Context: an optimization exercise on an open-source flow, tuned for small area, a short achievable clock period and few clock cycles. The choices shown serve that exercise and are no tape-out recipe.
The RTL was checked by simulation tests, not by an equivalence proof against the original design.

==> 06-21 <==
## arm_v
module arm_v(
	input wire clk,
	input wire reset,
	input wire [31:0] Instr,
	input wire [31:0] ReadData,
	output wire MemWrite,
	output wire [31:0] PC,
	output wire [31:0] DataAdr,
	output wire [31:0] WriteData
);
clock: 20.0 ns
lec_check: 0
abc_area: 1
cap_margin: 20
core_margin: 2
core_utilization: 50
cts_cluster_diameter: 100
cts_cluster_size: 20
slew_margin: 20
standard.sh (not shown) runs the stock make flow with config.mk's settings and CLKGATE_MAP_FILE= SYNTH_SCRIPT=/design/flow/synth_recipe.tcl, a recipe that flattens the netlist after the stock synthesis.
==> flow/flow/run.sh <==
#!/bin/bash
# The standard layout, with timing repair aiming below the design's clock period:
# repair_timing treats paths with less than SETUP_SLACK_MARGIN ns of slack as violating.
set -euo pipefail
bash standard.sh synth > synth.log 2>&1
bash standard.sh SETUP_SLACK_MARGIN=14.8 finish > layout.log 2>&1
==> 09-27: changes against 06-21 <==
--- a/flow/design.v
+++ b/flow/design.v
@@ -1055,15 +1055,16 @@
 	output wire [31:0] DataAdr,
 	output wire [31:0] WriteData
 );
 reg  [31:0] pcF;             
 reg         vD;
 reg  [31:0] irD;
 reg  [31:0] A, B;            
-reg  [15:0] mOne, mTwo;      
+reg  [31:0] mA;              
+reg  [15:0] mOne, mTwo, mNeg;
 reg         xWr;             
 reg         xPc;             
 reg         xLd;             
 reg         xMul1;           
 reg         xSub, xAnd, xOrr;
 reg         xNZ, xCV;        
 reg         xMemW;
@@ -1105,16 +1106,15 @@
 wire        zAdd = &(~(A ^ Bx ^ zt));
 wire        zLg  = ~|lg;
 wire fN = alu[31];
 wire fZ = xLg ? zLg : zAdd;
 wire fC = c32;
 wire fV = c31 ^ c32;
 wire [31:0] mS, mC;
-alu_v mul( .A(A), .ONE(mOne), .TWO(mTwo), .NEG({B[31], B[29], B[27], B[25], B[23], B[21], B[19], B[17],
-                                            B[15], B[13], B[11], B[9], B[7], B[5], B[3], B[1]}), .S(mS), .C(mC) );
+alu_v mul( .A(mA), .ONE(mOne), .TWO(mTwo), .NEG(mNeg), .S(mS), .C(mC) );
 wire xPcEff = xPc & ~xMul1;
 wire [3:0] cond = irD[31:28];
 wire [1:0] op   = irD[27:26];
 wire       dI   = irD[25];
 wire [3:0] cmd  = irD[24:21];
 wire       dS   = irD[20];
 wire [3:0] rn   = irD[19:16];
@@ -1236,16 +1236,18 @@
 			xCV   <= 1'b0;
 			xMemW <= 1'b0;
 		end
 	end
 end
 always @(posedge clk) begin
 	if (~stall) irD <= Instr;
+	mA <= aNew;
 	mOne <= eOne;
 	mTwo <= eTwo;
+	mNeg <= eNeg;
 	A <= xMul1 ? mS : aNew;
 	B <= xMul1 ? mC : bNew;
 	if (~xMul1 & advD) begin
 		xRd  <= rd;
 		xLd  <= dLdr;
 		xSub <= dDP & (cSub | cCmp);
 		xAnd <= dDP & cAnd;
==> flow/config.mk (replaced) <==
export PLATFORM = sky130hd
export DESIGN_NAME = arm_v
export DESIGN_NICKNAME = arm_v
export VERILOG_FILES = /design/flow/design.v
export SDC_FILE = /design/flow/constraint.sdc
export NUM_CORES = 4
export LEC_CHECK = 0
export ABC_AREA = 1
export CAP_MARGIN = 20
export CORE_MARGIN = 2
export CORE_UTILIZATION = 40
export CTS_CLUSTER_DIAMETER = 100
export CTS_CLUSTER_SIZE = 25
export SLEW_MARGIN = 20
==> 12-07: changes against 06-21 <==
==> flow/config.mk (replaced) <==
export PLATFORM = sky130hd
export DESIGN_NAME = arm_v
export DESIGN_NICKNAME = arm_v
export VERILOG_FILES = /design/flow/design.v
export SDC_FILE = /design/flow/constraint.sdc
export NUM_CORES = 4
export LEC_CHECK = 0
export ABC_AREA = 1
export CAP_MARGIN = 20
export CORE_MARGIN = 2
export CORE_UTILIZATION = 60
export CTS_CLUSTER_DIAMETER = 100
export CTS_CLUSTER_SIZE = 20
export SLEW_MARGIN = 20
==> summary of the runs <==
Clock skew: 06-21 is lower than 09-27 (0.020 ns).
Die area: 06-21 is larger than 12-07 (20%).
Via count: 12-07 > 06-21 > 09-27.
First-iteration DRC count: 12-07 is larger than 06-21 (18%).
Testbench counts of 06-21, summed over its fixed seeds: cycles 33,391.
Testbench counts of 09-27, summed over its fixed seeds: cycles 33,391.
Testbench counts of 12-07, summed over its fixed seeds: cycles 33,391.

-- static timing again, ports no longer ideal --
The results above use ideal ports. As a check the final layouts listed here were re-extracted and re-timed, cells and wires unchanged. Step 1, drivers: a clkbuf_16 drives clk and a buf_2 each remaining input, both assumed. Step 2 also shifts input and output timing later by t, the mid clock arrival at the registers, as if the neighbouring blocks saw the same clock. a / b / c = ideal ports / drivers / drivers and shift; a / b = the first two.
| run | t (ns) | setup WS [ns] | worst hold slack (ns) | cell pins on the clock port's net |
|---|---|---|---|---|
| 06-21 | 0.732 | 14.612 / 14.542 / 14.091 | 0.503 / 0.503 / 0.503 | 1 |
| 09-27 | 0.716 | 14.696 / 14.625 / 14.157 | 0.520 / 0.520 / 0.520 | 1 |
| 12-07 | 0.711 | 14.679 / 14.603 / 14.185 | 0.505 / 0.505 / 0.505 | 1 |
After both steps every run listed still meets setup and hold. The setup slack of 09-27, which loses most, moves by -0.071 ns with the drivers and by -0.539 ns with both steps.
